Context: an optimization exercise on an open-source flow, tuned for small area. The choices shown serve that exercise and are no tape-out recipe.
The RTL was checked by simulation tests, not by an equivalence proof against the original design.

==> inputs of job 5924 <==
==> flow/design.v <==
module tm_master_multislave_fast_rb
#(
    parameter NUM_CREDITS = 15,  
    parameter ADDRESS_WIDTH = 4,
    parameter VC_ADDRESS_WIDTH = 2,
    parameter NUM_VC = 4,
	parameter WIDTH_DATA_OUT = 128,
	parameter WIDTH_DATA_IN = 128,
    parameter WIDTH_TAG = 8
)
(
	input clk,
	input rst,
    input      send_valid_in,
    output reg [WIDTH_TAG-1:0] send_tag,
    input      send_ready_in,   
    output     send_ready_out,  
    input       receive_valid_in,
    output reg  receive_valid_out,
    input       receive_ready_in,   
    output      receive_ready_out,   
    input [WIDTH_TAG-1:0] receive_tag,
    input      [WIDTH_DATA_IN-1 : 0] receive_data_in,   
    output     [WIDTH_DATA_IN-1 : 0] receive_data_out   
);
localparam NS = 15;    
localparam W  = WIDTH_DATA_IN;
assign receive_ready_out = receive_ready_in;
reg [W-1:0]  mem [0:NS-1];
reg [NS-1:0] vld;
reg [3:0]    exp_tag;     
reg [3:0]    exp_slot;    
wire [3:0] rdist = receive_tag[3:0] - exp_tag;
wire [4:0] ssum  = {1'b0, exp_slot} + {1'b0, rdist};
wire [NS-1:0] wr_en;
wire [NS-1:0] exp_oh;
wire [NS-1:0] last_oh;
genvar g;
generate
    for (g = 0; g < NS; g = g + 1) begin : dec
        assign wr_en[g]   = receive_valid_in && (ssum == g || ssum == g + NS);
        assign exp_oh[g]  = (exp_slot == g);
        assign last_oh[g] = exp_oh[(g + 1) % NS];
    end
endgenerate
wire found = |((vld | wr_en) & exp_oh);
integer k;
wire [NS-1:0] keep = ~({NS{rst}} | (receive_valid_out ? last_oh : {NS{1'b0}}));
wire [NS-1:0] put  = rst ? {NS{1'b0}} : wr_en;
always @(posedge clk) begin
    for (k = 0; k < NS; k = k + 1)
        mem[k] <= (mem[k] & {W{keep[k]}}) | (receive_data_in & {W{put[k]}});
end
always @(posedge clk) begin
    if (rst) begin
        vld               <= 0;
        exp_tag           <= 0;
        exp_slot          <= 0;
        receive_valid_out <= 0;
    end else begin
        vld               <= (vld | wr_en) & ~(found ? exp_oh : {NS{1'b0}});
        receive_valid_out <= found;
        if (found) begin
            exp_tag   <= exp_tag + 4'd1;
            exp_slot  <= (exp_slot == NS-1) ? 4'd0 : exp_slot + 4'd1;
        end
    end
end
wire [W-1:0] grp [0:4];
genvar b, j;
generate
    for (j = 0; j < 5; j = j + 1) begin : rgrp
        for (b = 0; b < W; b = b + 1) begin : rbit
            rb_aoi3 u (.a(mem[3*j][b]), .b(mem[3*j+1][b]), .c(mem[3*j+2][b]),
                       .sa(last_oh[3*j]), .sb(last_oh[3*j+1]), .sc(last_oh[3*j+2]),
                       .y(grp[j][b]));
        end
    end
    for (b = 0; b < W; b = b + 1) begin : rout
        rb_nand5 u (.a(grp[0][b]), .b(grp[1][b]), .c(grp[2][b]), .d(grp[3][b]), .e(grp[4][b]),
                    .y(receive_data_out[b]));
    end
endgenerate
always @(posedge clk) begin
    if (rst)
        send_tag <= 0;
    else if (send_valid_in)
        send_tag <= send_tag + 1;
end
wire [3:0] pend = send_tag[3:0] - exp_tag;
assign send_ready_out = send_ready_in &&
                        !(pend == 4'd15 || (pend == 4'd14 && receive_valid_out));
endmodule
module rb_aoi3 (input a, input b, input c, input sa, input sb, input sc, output y);
assign y = ~((a & sa) | (b & sb) | (c & sc));
endmodule
module rb_nand5 (input a, input b, input c, input d, input e, output y);
assign y = ~(a & b & c & d & e);
endmodule
==> flow/flow/run.sh <==
#!/bin/bash
# Standard ORFS layout, with three changes after the standard synthesis:
#  - port buffers are buf_1 cells instead of the default delay buffer,
#  - the largest plain buffers are kept out of repair (smaller trees suffice),
#  - CTS clustering comes from config.mk.
set -uo pipefail
DU="sky130_fd_sc_hd__probe_p_8 sky130_fd_sc_hd__probec_p_8 sky130_fd_sc_hd__lpflow_bleeder_1 sky130_fd_sc_hd__lpflow_clkbufkapwr_1 sky130_fd_sc_hd__lpflow_clkbufkapwr_16 sky130_fd_sc_hd__lpflow_clkbufkapwr_2 sky130_fd_sc_hd__lpflow_clkbufkapwr_4 sky130_fd_sc_hd__lpflow_clkbufkapwr_8 sky130_fd_sc_hd__lpflow_clkinvkapwr_1 sky130_fd_sc_hd__lpflow_clkinvkapwr_16 sky130_fd_sc_hd__lpflow_clkinvkapwr_2 sky130_fd_sc_hd__lpflow_clkinvkapwr_4 sky130_fd_sc_hd__lpflow_clkinvkapwr_8 sky130_fd_sc_hd__lpflow_decapkapwr_12 sky130_fd_sc_hd__lpflow_decapkapwr_3 sky130_fd_sc_hd__lpflow_decapkapwr_4 sky130_fd_sc_hd__lpflow_decapkapwr_6 sky130_fd_sc_hd__lpflow_decapkapwr_8 sky130_fd_sc_hd__lpflow_inputiso0n_1 sky130_fd_sc_hd__lpflow_inputiso0p_1 sky130_fd_sc_hd__lpflow_inputiso1n_1 sky130_fd_sc_hd__lpflow_inputiso1p_1 sky130_fd_sc_hd__lpflow_inputisolatch_1 sky130_fd_sc_hd__lpflow_isobufsrc_1 sky130_fd_sc_hd__lpflow_isobufsrc_16 sky130_fd_sc_hd__lpflow_isobufsrc_2 sky130_fd_sc_hd__lpflow_isobufsrc_4 sky130_fd_sc_hd__lpflow_isobufsrc_8 sky130_fd_sc_hd__lpflow_isobufsrckapwr_16 sky130_fd_sc_hd__lpflow_lsbuf_lh_hl_isowell_tap_1 sky130_fd_sc_hd__lpflow_lsbuf_lh_hl_isowell_tap_2 sky130_fd_sc_hd__lpflow_lsbuf_lh_hl_isowell_tap_4 sky130_fd_sc_hd__lpflow_lsbuf_lh_isowell_4 sky130_fd_sc_hd__lpflow_lsbuf_lh_isowell_tap_1 sky130_fd_sc_hd__lpflow_lsbuf_lh_isowell_tap_2 sky130_fd_sc_hd__lpflow_lsbuf_lh_isowell_tap_4 sky130_fd_sc_hd__buf_12 sky130_fd_sc_hd__buf_16 sky130_fd_sc_hd__bufbuf_16 sky130_fd_sc_hd__bufinv_16 sky130_fd_sc_hd__bufbuf_8 sky130_fd_sc_hd__bufinv_8"
bash standard.sh synth > synth.log 2>&1 || exit 1
bash standard.sh "BUFFER_PORTS_ARGS=-buffer_cell sky130_fd_sc_hd__buf_1" "DONT_USE_CELLS=$DU" finish > layout.log 2>&1 || exit 1
==> flow/standard.sh <==
#!/bin/bash
# synth_recipe.tcl (not shown) runs the flow's synth.tcl, then flattens the netlist and writes it again
# the make line also repeats each setting of config.mk as NAME=value (left out here)
make -C /OpenROAD-flow-scripts/flow DESIGN_CONFIG=/design/flow/config.mk WORK_HOME=/design/flow/orfs CLKGATE_MAP_FILE= SYNTH_SCRIPT=/design/flow/synth_recipe.tcl "${@:-finish}"
==> flow/config.mk <==
export PLATFORM = sky130hd
export DESIGN_NAME = tm_master_multislave_fast_rb
export DESIGN_NICKNAME = tm_master_multislave_fast_rb
export VERILOG_FILES = /design/flow/design.v
export SDC_FILE = /design/flow/constraint.sdc
export NUM_CORES = 4
export LEC_CHECK = 0
export CAP_MARGIN = 20
export CORE_MARGIN = 2
export CORE_UTILIZATION = 40
export CTS_CLUSTER_DIAMETER = 100
export CTS_CLUSTER_SIZE = 25
export SLEW_MARGIN = 20
export SYNTH_HIERARCHICAL = 1
export SYNTH_MINIMUM_KEEP_SIZE = 0
==> flow/constraint.sdc <==
create_clock -name core_clock -period 5.0 [get_ports {clk}]
set_input_delay 1.0000 -clock core_clock [delete_from_list [all_inputs] [get_ports {clk}]]
set_output_delay 1.0000 -clock core_clock [all_outputs]
set_load 0.01 [all_outputs]
==> inputs of job 3794, as changes to job 5924 <==
==> flow/design.v, changed modules only <==
module tm_master_multislave_fast_rb
#(
    parameter NUM_CREDITS = 15,  
    parameter ADDRESS_WIDTH = 4,
    parameter VC_ADDRESS_WIDTH = 2,
    parameter NUM_VC = 4,
	parameter WIDTH_DATA_OUT = 128,
	parameter WIDTH_DATA_IN = 128,
    parameter WIDTH_TAG = 8
)
(
	input clk,
	input rst,
    input      send_valid_in,
    output reg [WIDTH_TAG-1:0] send_tag,
    input      send_ready_in,   
    output     send_ready_out,  
    input       receive_valid_in,
    output reg  receive_valid_out,
    input       receive_ready_in,   
    output      receive_ready_out,   
    input [WIDTH_TAG-1:0] receive_tag,
    input      [WIDTH_DATA_IN-1 : 0] receive_data_in,   
    output     [WIDTH_DATA_IN-1 : 0] receive_data_out   
);
localparam NS = 15;    
localparam W  = WIDTH_DATA_IN;
assign receive_ready_out = receive_ready_in;
reg [W:0]    mem [0:NS-1];    
reg [NS-1:0] vld;
reg [3:0]    exp_tag;     
reg [3:0]    exp_slot;    
wire [3:0] rdist = receive_tag[3:0] - exp_tag;
wire [4:0] ssum  = {1'b0, exp_slot} + {1'b0, rdist};
wire [NS-1:0] wr_en;
wire [NS-1:0] exp_oh;
wire [NS-1:0] last_oh;
genvar g;
generate
    for (g = 0; g < NS; g = g + 1) begin : dec
        assign wr_en[g]   = receive_valid_in && (ssum == g || ssum == g + NS);
        assign exp_oh[g]  = (exp_slot == g);
        assign last_oh[g] = exp_oh[(g + 1) % NS];
    end
endgenerate
wire found = |((vld | wr_en) & exp_oh);
integer k;
wire [NS-1:0] put  = wr_en;
wire [NS-1:0] keep = ~wr_en;
wire [W:0]    din  = {1'b0, receive_data_in};
wire [W:0]    nxt [0:NS-1];
genvar b, j;
generate
    for (j = 0; j < NS; j = j + 1) begin : sslot
        for (b = 0; b <= W; b = b + 1) begin : sbit
            rb_st u (.s(mem[j][b]), .keep(keep[j]), .d(din[b]), .put(put[j]),
                     .y(nxt[j][b]));
        end
    end
endgenerate
always @(posedge clk) begin
    for (k = 0; k < NS; k = k + 1)
        mem[k] <= nxt[k];
end
always @(posedge clk) begin
    if (rst) begin
        vld               <= 0;
        exp_tag           <= 0;
        exp_slot          <= 0;
        receive_valid_out <= 0;
    end else begin
        vld               <= (vld | wr_en) & ~(found ? exp_oh : {NS{1'b0}});
        receive_valid_out <= found;
        if (found) begin
            exp_tag   <= exp_tag + 4'd1;
            exp_slot  <= (exp_slot == NS-1) ? 4'd0 : exp_slot + 4'd1;
        end
    end
end
wire [W:0] grp [0:4];
wire [W:0] rword;
generate
    for (j = 0; j < 5; j = j + 1) begin : rgrp
        for (b = 0; b <= W; b = b + 1) begin : rbit
            rb_aoi3 u (.a(mem[3*j][b]), .b(mem[3*j+1][b]), .c(mem[3*j+2][b]),
                       .sa(last_oh[3*j]), .sb(last_oh[3*j+1]), .sc(last_oh[3*j+2]),
                       .y(grp[j][b]));
        end
    end
    for (b = 0; b <= W; b = b + 1) begin : rout
        rb_nand5 u (.a(grp[0][b]), .b(grp[1][b]), .c(grp[2][b]), .d(grp[3][b]), .e(grp[4][b]),
                    .y(rword[b]));
    end
endgenerate
assign receive_data_out = rword[W-1:0] ^ {W{rword[W]}};
always @(posedge clk) begin
    if (rst)
        send_tag <= 0;
    else if (send_valid_in)
        send_tag <= send_tag + 1;
end
wire [3:0] pend = send_tag[3:0] - exp_tag;
assign send_ready_out = send_ready_in &&
                        !(pend == 4'd15 || (pend == 4'd14 && receive_valid_out));
endmodule
module rb_st (input s, input keep, input d, input put, output y);
assign y = ~((s | put) & (d | keep));
endmodule
- CORE_UTILIZATION: 40 -> 55
- PLACE_DENSITY: default -> 0.7
==> inputs of job 8845, as changes to job 5924 <==
==> flow/design.v, changed modules only <==
module tm_master_multislave_fast_rb
#(
    parameter NUM_CREDITS = 15,  
    parameter ADDRESS_WIDTH = 4,
    parameter VC_ADDRESS_WIDTH = 2,
    parameter NUM_VC = 4,
	parameter WIDTH_DATA_OUT = 128,
	parameter WIDTH_DATA_IN = 128,
    parameter WIDTH_TAG = 8
)
(
	input clk,
	input rst,
    input      send_valid_in,
    output reg [WIDTH_TAG-1:0] send_tag,
    input      send_ready_in,   
    output     send_ready_out,  
    input       receive_valid_in,
    output reg  receive_valid_out,
    input       receive_ready_in,   
    output      receive_ready_out,   
    input [WIDTH_TAG-1:0] receive_tag,
    input      [WIDTH_DATA_IN-1 : 0] receive_data_in,   
    output     [WIDTH_DATA_IN-1 : 0] receive_data_out   
);
localparam NS = 15;    
localparam W  = WIDTH_DATA_IN;
assign receive_ready_out = receive_ready_in;
reg [W:0]    mem [0:NS-1];    
reg [NS-1:0] vld;
reg [3:0]    exp_tag;     
reg [3:0]    exp_slot;    
wire [3:0] rdist = receive_tag[3:0] - exp_tag;
wire [4:0] ssum  = {1'b0, exp_slot} + {1'b0, rdist};
wire [NS-1:0] wr_en;
wire [NS-1:0] exp_oh;
wire [NS-1:0] last_oh;
genvar g;
generate
    for (g = 0; g < NS; g = g + 1) begin : dec
        assign wr_en[g]   = receive_valid_in && (ssum == g || ssum == g + NS);
        assign exp_oh[g]  = (exp_slot == g);
        assign last_oh[g] = exp_oh[(g + 1) % NS];
    end
endgenerate
wire found = |((vld | wr_en) & exp_oh);
integer k;
wire [NS-1:0] put  = wr_en;
wire [NS-1:0] keep = ~wr_en;
wire [W:0]    din  = {1'b0, receive_data_in};
wire [W:0]    nxt [0:NS-1];
genvar b, j;
generate
    for (j = 0; j < NS; j = j + 1) begin : sslot
        for (b = 0; b <= W; b = b + 1) begin : sbit
            rb_st u (.s(mem[j][b]), .keep(keep[j]), .d(din[b]), .put(put[j]),
                     .y(nxt[j][b]));
        end
    end
endgenerate
always @(posedge clk) begin
    for (k = 0; k < NS; k = k + 1)
        mem[k] <= nxt[k];
end
always @(posedge clk) begin
    if (rst) begin
        vld               <= 0;
        exp_tag           <= 0;
        exp_slot          <= 0;
        receive_valid_out <= 0;
    end else begin
        vld               <= (vld | wr_en) & ~(found ? exp_oh : {NS{1'b0}});
        receive_valid_out <= found;
        if (found) begin
            exp_tag   <= exp_tag + 4'd1;
            exp_slot  <= (exp_slot == NS-1) ? 4'd0 : exp_slot + 4'd1;
        end
    end
end
wire [W:0] grp [0:4];
wire [W:0] rword;
generate
    for (j = 0; j < 5; j = j + 1) begin : rgrp
        for (b = 0; b <= W; b = b + 1) begin : rbit
            rb_aoi3 u (.a(mem[3*j][b]), .b(mem[3*j+1][b]), .c(mem[3*j+2][b]),
                       .sa(last_oh[3*j]), .sb(last_oh[3*j+1]), .sc(last_oh[3*j+2]),
                       .y(grp[j][b]));
        end
    end
    for (b = 0; b <= W; b = b + 1) begin : rout
        rb_nand5 u (.a(grp[0][b]), .b(grp[1][b]), .c(grp[2][b]), .d(grp[3][b]), .e(grp[4][b]),
                    .y(rword[b]));
    end
endgenerate
assign receive_data_out = rword[W-1:0] ^ {W{rword[W]}};
always @(posedge clk) begin
    if (rst)
        send_tag <= 0;
    else if (send_valid_in)
        send_tag <= send_tag + 1;
end
wire [3:0] pend = send_tag[3:0] - exp_tag;
assign send_ready_out = send_ready_in &&
                        !(pend == 4'd15 || (pend == 4'd14 && receive_valid_out));
endmodule
module rb_st (input s, input keep, input d, input put, output y);
assign y = ~((s | put) & (d | keep));
endmodule
==> key figures <==
Status
  • Status: no timing/DRC/antenna violations

STA
  • Fmax: 0.205 GHz

Logic synthesis
  • Cell area after synthesis: 62,200 µm²
  • Largest cells by area after synthesis: dfxtp_1, o22ai_1, a222oi_1

Final layout
  • Antenna Cells: 7

Floorplan
  • Tapcells: 2,044

Worst setup path
  • R2R setup slack: 0.62 ns
  • Worst EP arrival: 3.88 ns
  • Reg2reg end: mem[4][96]

Drt
  • Vias: 56,160
[end of results for job 8845]
==> key figures <==
Logic synthesis
  • Cell area after synthesis: 67,600 µm²

Drt
  • Vias: 55,008

Worst setup path
  • Worst EP arrival: 3.91 ns
  • Reg2reg end: mem[4][13]

Status
  • Status: no timing/DRC/antenna violations

Final layout
  • Antenna Cells: 12
[end of results for job 5924]
==> key figures <==
Logic synthesis
  • Largest cells by area after synthesis: dfxtp_1, o22ai_1, a222oi_1
  • Cell area after synthesis: 62,200 µm²

STA
  • Fmax: 0.202 GHz

Drt
  • Vias: 56,350

Final layout
  • Antenna Cells: 9

Floorplan
  • Tapcells: 1,500

Status
  • Status: no timing/DRC/antenna violations

Worst setup path
  • Reg2reg end: mem[4][8]
  • R2R setup slack: 0.72 ns
[end of results for job 3794]

separate check: timing with driven ports:
In the flow no input, the clock included, has a driving cell. The finished layouts below were timed again as built, in two steps.
Step 1: set_driving_cell puts a clkbuf_16 on clk and a buf_2 on each other input, an assumption about the parent block.
Step 2, shift: input delay + t, output delay - t, t = (earliest + latest rising clock arrival at the registers) / 2. This alone moves slack from input paths to output paths.
Slacks: ideal ports / drivers / drivers and shift; pairs: ideal ports / drivers.
run	shift t [ns]	setup WS [ns]	cell pins on the clock port's net
job 5924	0.823	0.095 / 0.016 / -0.043	1
job 3794	0.772	0.050 / -0.029 / -0.022	1
job 8845	0.826	0.124 / 0.042 / -0.102	1
Met with ideal ports but missed after step 2: setup timing in every run listed. The setup slack of job 8845, which loses most, moves by -0.082 ns with the drivers and by -0.226 ns with both steps.
